Context: an optimization exercise on an open-source flow, tuned for small area, a short achievable clock period and few clock cycles. The choices shown serve that exercise and are no tape-out recipe.
In this exercise RTL edits were held to simulation tests only and were not proved equivalent to the original.

==> inputs of wip/violet <==
Design geofence, start of the top module:
module geofence(clk, reset, X, Y, valid, is_inside);
input clk;
input reset;
input [9:0] X;
input [9:0] Y;
output reg valid;
output reg is_inside;
reg [3:0] t;
reg [9:0] px, py;            
reg [19:0] buf0, buf1, buf2;   
reg sx, sy;                  
reg [9:0] mx, my;            
reg lsx, lsy, rsx, rsy;
reg [9:0] lmx, lmy, rmx, rmy;
reg ins;
reg [3:0] hp;                
reg [12:0] ahx, ahy, bhx, bhy;   
reg aglo, aplo, bglo, bplo;
wire s0 = t == 4'd2 || t == 4'd3 || t == 4'd5 || t == 4'd7 || t == 4'd9 || t == 4'd11;
wire s2 = t == 4'd5 || t == 4'd7 || t == 4'd9 || t == 4'd11 || t == 4'd13;
wire [19:0] vin = (t == 4'd2 || t == 4'd7) ? buf0 : (t == 4'd3 || t == 4'd9) ? buf1 : buf2;
wire [10:0] dx = {1'b0, vin[19:10]} - {1'b0, px};
wire [10:0] dy = {1'b0, vin[9:0]} - {1'b0, py};
wire [9:0] ax = (dx[9:0] ^ {10{dx[10]}}) + {9'd0, dx[10]};
wire [9:0] ay = (dy[9:0] ^ {10{dy[10]}}) + {9'd0, dy[10]};
  ...
==> module geofence, before the edit <==
module geofence(clk, reset, X, Y, valid, is_inside);
input clk;
input reset;
input [9:0] X;
input [9:0] Y;
output reg valid;
output reg is_inside;
reg [3:0] t;
reg [9:0] px, py;            
reg [19:0] buf0, buf1, buf2;   
reg sx, sy;                  
reg [9:0] mx, my;            
reg lsx, lsy, rsx, rsy;
reg [9:0] lmx, lmy, rmx, rmy;
reg ins;
reg [3:0] hp;                
reg [12:0] ahx, ahy, bhx, bhy;   
reg aglo, aplo, bglo, bplo;
wire s0 = t == 4'd2 || t == 4'd3 || t == 4'd5 || t == 4'd7 || t == 4'd9 || t == 4'd11;
wire s2 = t == 4'd5 || t == 4'd7 || t == 4'd9 || t == 4'd11 || t == 4'd13;
wire [19:0] vin = (t == 4'd2 || t == 4'd7) ? buf0 : (t == 4'd3 || t == 4'd9) ? buf1 : buf2;
wire [10:0] dx = {1'b0, vin[19:10]} - {1'b0, px};
wire [10:0] dy = {1'b0, vin[9:0]} - {1'b0, py};
wire [9:0] ax = (dx[9:0] ^ {10{dx[10]}}) + {9'd0, dx[10]};
wire [9:0] ay = (dy[9:0] ^ {10{dy[10]}}) + {9'd0, dy[10]};
wire [3:0] side = {Y < py, Y > py, X < px, X > px};
wire early_out = |(hp & side);
wire zx = mx == 10'd0, zy = my == 10'd0;
wire zlx = lmx == 10'd0, zly = lmy == 10'd0;
wire zrx = rmx == 10'd0, zry = rmy == 10'd0;
wire [12:0] ahx_d, ahy_d;
wire aglo_d, aplo_d, a_le, a_dn;
xs1 ua1(.a(lmx), .b(my), .c(lmy), .d(mx), .hx(ahx_d), .hy(ahy_d), .glo(aglo_d), .plo(aplo_d));
xs2 ua2(.hx(ahx), .hy(ahy), .glo(aglo), .plo(aplo), .le(a_le), .lt(a_dn));
wire a_dz = a_le && !a_dn;
wire a_s1 = lsx ^ sy, a_s2 = lsy ^ sx;
wire a_nz = !(zlx || zy) || !(zly || zx);
wire an = (a_s1 == a_s2) ? (a_s1 ? !(a_dn || a_dz) : a_dn) : (a_s1 && a_nz);
wire az = (a_s1 == a_s2) ? a_dz : !a_nz;
wire ap = !an && !az;
wire [12:0] bhx_d, bhy_d;
wire bglo_d, bplo_d, b_le, b_dn;
xs1 ub1(.a(mx), .b(rmy), .c(my), .d(rmx), .hx(bhx_d), .hy(bhy_d), .glo(bglo_d), .plo(bplo_d));
xs2 ub2(.hx(bhx), .hy(bhy), .glo(bglo), .plo(bplo), .le(b_le), .lt(b_dn));
wire b_dz = b_le && !b_dn;
wire b_s1 = sx ^ rsy, b_s2 = sy ^ rsx;
wire b_nz = !(zx || zry) || !(zy || zrx);
wire bn = (b_s1 == b_s2) ? (b_s1 ? !(b_dn || b_dz) : b_dn) : (b_s1 && b_nz);
wire bz = (b_s1 == b_s2) ? b_dz : !b_nz;
wire bp = !bn && !bz;
wire opp = (!zx && (sx ^ lsx)) || (!zy && (sy ^ lsy));
wire hit = (zx && zy) || (an && (bn || bz)) || (az && bn) || (az && bz && opp);
wire early = t == 4'd6 && (ins || early_out);
wire last = s2 && t != 4'd5 && (ins || hit || t == 4'd13);
always @(posedge clk or posedge reset) begin
    if (reset) t <= 4'd0;
    else if (valid) t <= 4'd0;
    else t <= t + 4'd1;
end
always @(posedge clk) begin
    ahx <= ahx_d; ahy <= ahy_d; aglo <= aglo_d; aplo <= aplo_d;
    bhx <= bhx_d; bhy <= bhy_d; bglo <= bglo_d; bplo <= bplo_d;
    if (s0) begin
        sx <= dx[10]; mx <= ax;
        sy <= dy[10]; my <= ay;
    end
end
always @(posedge clk) begin
    if (t == 4'd0) begin
        px <= X;
        py <= Y;
    end
    if (t == 4'd1 || t == 4'd4) buf0 <= {X, Y};
    if (t == 4'd2 || t == 4'd5) buf1 <= {X, Y};
    if (t == 4'd3 || t == 4'd6) buf2 <= {X, Y};
    if (t == 4'd1) hp <= side;
    else if (t <= 4'd5) hp <= hp & side;
    if (t == 4'd3) begin
        lsx <= sx; lmx <= mx; lsy <= sy; lmy <= my;
        rsx <= sx; rmx <= mx; rsy <= sy; rmy <= my;
        ins <= zx && zy;
    end else if (s2) begin
        if (hit) ins <= 1'b1;
        if (an && bp) begin lsx <= sx; lmx <= mx; lsy <= sy; lmy <= my; end
        if (ap && bn) begin rsx <= sx; rmx <= mx; rsy <= sy; rmy <= my; end
    end
end
always @(posedge clk or posedge reset) begin
    if (reset) begin
        valid <= 1'b0;
        is_inside <= 1'b0;
    end else begin
        valid <= !valid && (early || last);
        is_inside <= early ? ins : (ins || hit);
    end
end
endmodule
==> flow/config.mk <==
export PLATFORM = sky130hd
export DESIGN_NAME = geofence
export DESIGN_NICKNAME = geofence
export VERILOG_FILES = /design/flow/design.v
export SDC_FILE = /design/flow/constraint.sdc
export NUM_CORES = 4
export LEC_CHECK = 0
export CAP_MARGIN = 20
export CORE_MARGIN = 2
export CORE_UTILIZATION = 40
export CTS_BUF_LIST = sky130_fd_sc_hd__clkbuf_4 sky130_fd_sc_hd__clkbuf_8
export CTS_CLUSTER_DIAMETER = 60
export CTS_CLUSTER_SIZE = 20
export PLACE_DENSITY = 0.6
export SETUP_SLACK_MARGIN = 5
export SLEW_MARGIN = 20
==> flow/constraint.sdc <==
create_clock -name core_clock -period 12.0 [get_ports {clk}]
set_input_delay 2.4000 -clock core_clock [delete_from_list [all_inputs] [get_ports {clk}]]
set_output_delay 2.4000 -clock core_clock [all_outputs]
set_load 0.01 [all_outputs]
standard.sh (not shown) runs the stock make flow with config.mk's settings and CLKGATE_MAP_FILE= SYNTH_SCRIPT=/design/flow/synth_recipe.tcl, a recipe that flattens the netlist after the stock synthesis.
==> flow/flow/run.sh <==
#!/bin/bash
# The standard layout, with one extra step between synthesis and floorplan:
# invopt.py removes the inverters that Yosys's full-adder extraction leaves between
# adders (see invopt.py). Each tool's output goes to a log of its own.
set -euo pipefail
R=orfs/results/$FLOW_PLATFORM/geofence/base
LIB=$FLOW_HOME/platforms/$FLOW_PLATFORM/lib/sky130_fd_sc_hd__tt_025C_1v80.lib
bash standard.sh synth > synth.log 2>&1
cp $R/1_2_yosys.v 1_2_yosys.synth.v
python3 flow/invopt.py $LIB 1_2_yosys.synth.v 1_2_yosys.invopt.v > invopt.log 2>&1
cp 1_2_yosys.invopt.v $R/1_2_yosys.v
bash standard.sh SETUP_SLACK_MARGIN=7.5 "CTS_ARGS=-sink_clustering_enable -repair_clock_nets -buf_list {sky130_fd_sc_hd__clkbuf_4 sky130_fd_sc_hd__clkbuf_8} -sink_clustering_size 20 -sink_clustering_max_diameter 60 -dont_use_dummy_load" finish > layout.log 2>&1
Other scripts of this flow, unchanged in this note and not shown: flow/flow/invopt.py
==> wip/pepper (differences from wip/violet) <==
--- a/flow/design.v
+++ b/flow/design.v
@@ -5,7 +5,7 @@
 input [9:0] Y;
 output reg valid;
 output reg is_inside;
-reg [3:0] t;
+reg [4:0] t;
 reg [9:0] px, py;            
 reg [19:0] buf0, buf1, buf2;   
 reg sx, sy;                  
@@ -14,75 +14,87 @@
 reg [9:0] lmx, lmy, rmx, rmy;
 reg ins;
 reg [3:0] hp;                
-reg [12:0] ahx, ahy, bhx, bhy;   
-reg aglo, aplo, bglo, bplo;
-wire s0 = t == 4'd2 || t == 4'd3 || t == 4'd5 || t == 4'd7 || t == 4'd9 || t == 4'd11;
-wire s2 = t == 4'd5 || t == 4'd7 || t == 4'd9 || t == 4'd11 || t == 4'd13;
-wire [19:0] vin = (t == 4'd2 || t == 4'd7) ? buf0 : (t == 4'd3 || t == 4'd9) ? buf1 : buf2;
+reg [3:0] qo;                
+reg [12:0] hx, hy;           
+reg glo, plo;
+reg an_r, anz_r;             
+reg s0;                      
+reg s2;                      
+reg tr;                      
+reg cr;                      
+wire [4:0] tn = t + 5'd1;
+always @(posedge clk or posedge reset) begin
+    if (reset) begin
+        s0 <= 1'b0; s2 <= 1'b0; tr <= 1'b0; cr <= 1'b0;
+    end else begin
+        s0 <= !valid && (tn == 5'd2 || tn == 5'd3 || tn == 5'd5 || tn == 5'd8 || tn == 5'd11 || tn == 5'd14);
+        s2 <= !valid && (tn == 5'd5 || tn == 5'd8 || tn == 5'd11 || tn == 5'd14 || tn == 5'd17);
+        tr <= !valid && (tn == 5'd7 || tn == 5'd10 || tn == 5'd13 || tn == 5'd16);
+        cr <= !valid && tr;
+    end
+end
+wire [19:0] vin = (t == 5'd2 || t == 5'd8) ? buf0 : (t == 5'd3 || t == 5'd11) ? buf1 : buf2;
 wire [10:0] dx = {1'b0, vin[19:10]} - {1'b0, px};
 wire [10:0] dy = {1'b0, vin[9:0]} - {1'b0, py};
 wire [9:0] ax = (dx[9:0] ^ {10{dx[10]}}) + {9'd0, dx[10]};
 wire [9:0] ay = (dy[9:0] ^ {10{dy[10]}}) + {9'd0, dy[10]};
 wire [3:0] side = {Y < py, Y > py, X < px, X > px};
 wire early_out = |(hp & side);
+wire [3:0] quad = {side[0] & side[3], side[1] & side[3], side[1] & side[2], side[0] & side[2]};
+wire early_in = &(qo | quad);
 wire zx = mx == 10'd0, zy = my == 10'd0;
 wire zlx = lmx == 10'd0, zly = lmy == 10'd0;
 wire zrx = rmx == 10'd0, zry = rmy == 10'd0;
-wire [12:0] ahx_d, ahy_d;
-wire aglo_d, aplo_d, a_le, a_dn;
-xs1 ua1(.a(lmx), .b(my), .c(lmy), .d(mx), .hx(ahx_d), .hy(ahy_d), .glo(aglo_d), .plo(aplo_d));
-xs2 ua2(.hx(ahx), .hy(ahy), .glo(aglo), .plo(aplo), .le(a_le), .lt(a_dn));
-wire a_dz = a_le && !a_dn;
-wire a_s1 = lsx ^ sy, a_s2 = lsy ^ sx;
-wire a_nz = !(zlx || zy) || !(zly || zx);
-wire an = (a_s1 == a_s2) ? (a_s1 ? !(a_dn || a_dz) : a_dn) : (a_s1 && a_nz);
-wire az = (a_s1 == a_s2) ? a_dz : !a_nz;
-wire ap = !an && !az;
-wire [12:0] bhx_d, bhy_d;
-wire bglo_d, bplo_d, b_le, b_dn;
-xs1 ub1(.a(mx), .b(rmy), .c(my), .d(rmx), .hx(bhx_d), .hy(bhy_d), .glo(bglo_d), .plo(bplo_d));
-xs2 ub2(.hx(bhx), .hy(bhy), .glo(bglo), .plo(bplo), .le(b_le), .lt(b_dn));
-wire b_dz = b_le && !b_dn;
-wire b_s1 = sx ^ rsy, b_s2 = sy ^ rsx;
-wire b_nz = !(zx || zry) || !(zy || zrx);
-wire bn = (b_s1 == b_s2) ? (b_s1 ? !(b_dn || b_dz) : b_dn) : (b_s1 && b_nz);
-wire bz = (b_s1 == b_s2) ? b_dz : !b_nz;
-wire bp = !bn && !bz;
+wire [9:0] umx = tr ? rmx : lmx, umy = tr ? rmy : lmy;
+wire [12:0] hx_d, hy_d;
+wire glo_d, plo_d, c_le, c_lt;
+xs1 u1(.a(umx), .b(my), .c(umy), .d(mx), .hx(hx_d), .hy(hy_d), .glo(glo_d), .plo(plo_d));
+xs2 u2(.hx(hx), .hy(hy), .glo(glo), .plo(plo), .le(c_le), .lt(c_lt));
+wire c_s1 = (cr ? rsx : lsx) ^ sy, c_s2 = (cr ? rsy : lsy) ^ sx;
+wire c_nz = cr ? (!(zrx || zy) || !(zry || zx)) : (!(zlx || zy) || !(zly || zx));
+wire cn  = (c_s1 == c_s2) ? (c_s1 ? !c_le : c_lt) : (c_s1 && c_nz);    
+wire cnz = (c_s1 == c_s2) ? (c_s1 ? !c_lt : c_le) : (c_s1 || !c_nz);   
+wire an  = cr ? an_r : cn;
+wire anz = cr ? anz_r : cnz;
+wire bn  = !cnz;             
+wire bnz = !cn;
 wire opp = (!zx && (sx ^ lsx)) || (!zy && (sy ^ lsy));
-wire hit = (zx && zy) || (an && (bn || bz)) || (az && bn) || (az && bz && opp);
-wire early = t == 4'd6 && (ins || early_out);
-wire last = s2 && t != 4'd5 && (ins || hit || t == 4'd13);
+wire hit = (zx && zy) || (an && bnz) || (anz && bn) || (anz && !an && bnz && !bn && opp);
+wire newl = an && !bnz;       
+wire newr = !anz && bn;       
+wire early = t == 5'd6 && (ins || early_in || early_out);
+wire last = s2 && t != 5'd5 && (ins || hit || t == 5'd17);
 always @(posedge clk or posedge reset) begin
-    if (reset) t <= 4'd0;
-    else if (valid) t <= 4'd0;
-    else t <= t + 4'd1;
+    if (reset) t <= 5'd0;
+    else if (valid) t <= 5'd0;
+    else t <= t + 5'd1;
 end
 always @(posedge clk) begin
-    ahx <= ahx_d; ahy <= ahy_d; aglo <= aglo_d; aplo <= aplo_d;
-    bhx <= bhx_d; bhy <= bhy_d; bglo <= bglo_d; bplo <= bplo_d;
+    hx <= hx_d; hy <= hy_d; glo <= glo_d; plo <= plo_d;
+    an_r <= cn; anz_r <= cnz;
     if (s0) begin
         sx <= dx[10]; mx <= ax;
         sy <= dy[10]; my <= ay;
     end
 end
 always @(posedge clk) begin
-    if (t == 4'd0) begin
+    if (t == 5'd0) begin
         px <= X;
         py <= Y;
     end
-    if (t == 4'd1 || t == 4'd4) buf0 <= {X, Y};
-    if (t == 4'd2 || t == 4'd5) buf1 <= {X, Y};
-    if (t == 4'd3 || t == 4'd6) buf2 <= {X, Y};
-    if (t == 4'd1) hp <= side;
-    else if (t <= 4'd5) hp <= hp & side;
-    if (t == 4'd3) begin
+    if (t == 5'd1 || t == 5'd4) buf0 <= {X, Y};
+    if (t == 5'd2 || t == 5'd5) buf1 <= {X, Y};
+    if (t == 5'd3 || t == 5'd6) buf2 <= {X, Y};
+    if (t == 5'd1) begin hp <= side; qo <= quad; end
+    else if (t <= 5'd5) begin hp <= hp & side; qo <= qo | quad; end
+    if (t == 5'd3) begin
         lsx <= sx; lmx <= mx; lsy <= sy; lmy <= my;
         rsx <= sx; rmx <= mx; rsy <= sy; rmy <= my;
         ins <= zx && zy;
     end else if (s2) begin
         if (hit) ins <= 1'b1;
-        if (an && bp) begin lsx <= sx; lmx <= mx; lsy <= sy; lmy <= my; end
-        if (ap && bn) begin rsx <= sx; rmx <= mx; rsy <= sy; rmy <= my; end
+        if (newl) begin lsx <= sx; lmx <= mx; lsy <= sy; lmy <= my; end
+        if (newr) begin rsx <= sx; rmx <= mx; rsy <= sy; rmy <= my; end
     end
 end
 always @(posedge clk or posedge reset) begin
@@ -91,7 +103,7 @@
         is_inside <= 1'b0;
     end else begin
         valid <= !valid && (early || last);
-        is_inside <= early ? ins : (ins || hit);
+        is_inside <= early ? (ins || early_in) : (ins || hit);
     end
 end
 endmodule
--- a/flow/flow/run.sh
+++ b/flow/flow/run.sh
@@ -9,4 +9,4 @@
 cp $R/1_2_yosys.v 1_2_yosys.synth.v
 python3 flow/invopt.py $LIB 1_2_yosys.synth.v 1_2_yosys.invopt.v > invopt.log 2>&1
 cp 1_2_yosys.invopt.v $R/1_2_yosys.v
-bash standard.sh SETUP_SLACK_MARGIN=7.5 "CTS_ARGS=-sink_clustering_enable -repair_clock_nets -buf_list {sky130_fd_sc_hd__clkbuf_4 sky130_fd_sc_hd__clkbuf_8} -sink_clustering_size 20 -sink_clustering_max_diameter 60 -dont_use_dummy_load" finish > layout.log 2>&1
+bash standard.sh SETUP_SLACK_MARGIN=7 "CTS_ARGS=-sink_clustering_enable -repair_clock_nets -buf_list {sky130_fd_sc_hd__clkbuf_4 sky130_fd_sc_hd__clkbuf_8} -sink_clustering_size 20 -sink_clustering_max_diameter 60 -dont_use_dummy_load" finish > layout.log 2>&1
==> qor summary <==
Run status: wip/violet complete, no violations; wip/pepper complete, no violations
Total routed wire length on the met1 layer: wip/violet 18.2 mm; wip/pepper 14.4 mm
Area overhead of the layout relative to synthesis: wip/violet 8.16%; wip/pepper 7.39%
Die Y: wip/violet 220 um; wip/pepper 190 um
R2r endpoint: wip/violet aglo; wip/pepper glo
Standard cell with the maximum stage delay on the critical path: wip/violet sky130_fd_sc_hd__clkdlybuf4s50_1; wip/pepper sky130_fd_sc_hd__nor4_1
Final core utilization: wip/violet 43.7%; wip/pepper 43.4%
Required time at the endpoint of the critical path: wip/violet 12580 ps; wip/pepper 12390 ps
Source-to-sink clock delay at the later pin of the worst-skew pair: wip/violet 640 ps; wip/pepper 500 ps
Worst hold slack: wip/violet 574 ps; wip/pepper 535 ps
Detailed router's first-iteration violation count: wip/violet 713; wip/pepper 661
Number of clock sinks: wip/violet 209; wip/pepper 194
Footprint of the flip-flops and latches: wip/violet 5730 um^2; wip/pepper 5490 um^2
Std cell rows: wip/violet 79; wip/pepper 68
Testbench counts of wip/violet, summed over its fixed seeds: cycles 75,647.
Testbench counts of wip/pepper, summed over its fixed seeds: cycles 79,733.

-- afterwards: timing with drivers on the ports --
The flow's constraints put no driver on any port. The routed layouts listed below were extracted and timed again, unchanged, in two steps.
Step 1, drivers: a clkbuf_16 drives clk and a buf_2 each remaining input, both assumed.
Step 2 adds t to the input delays and takes it off the output delays; t is the mean of the earliest and latest rising clock arrival at the registers after step 1. Input paths then give back, and output paths get back, about the clock's delay inside the block.
Slacks: ideal / step 1 / step 2; pairs: ideal / step 1.
| run | t, ns | setup slack, ns | worst setup path at the end | clock arrival spread, ns | worst register clock-pin slew, ns |
|---|---|---|---|---|---|
| wip/violet | 0.628 | 7.647 / 7.675 / 7.046 | input to register | 0.129 / 0.129 | 0.11 / 0.11 |
| wip/pepper | 0.520 | 7.167 / 7.189 / 6.668 | input to register | 0.053 / 0.053 | 0.12 / 0.12 |
After both steps setup and hold are still met in every run listed. For wip/violet, which loses most, drivers alone change the setup slack by +0.028 ns; drivers and shift together by -0.601 ns.
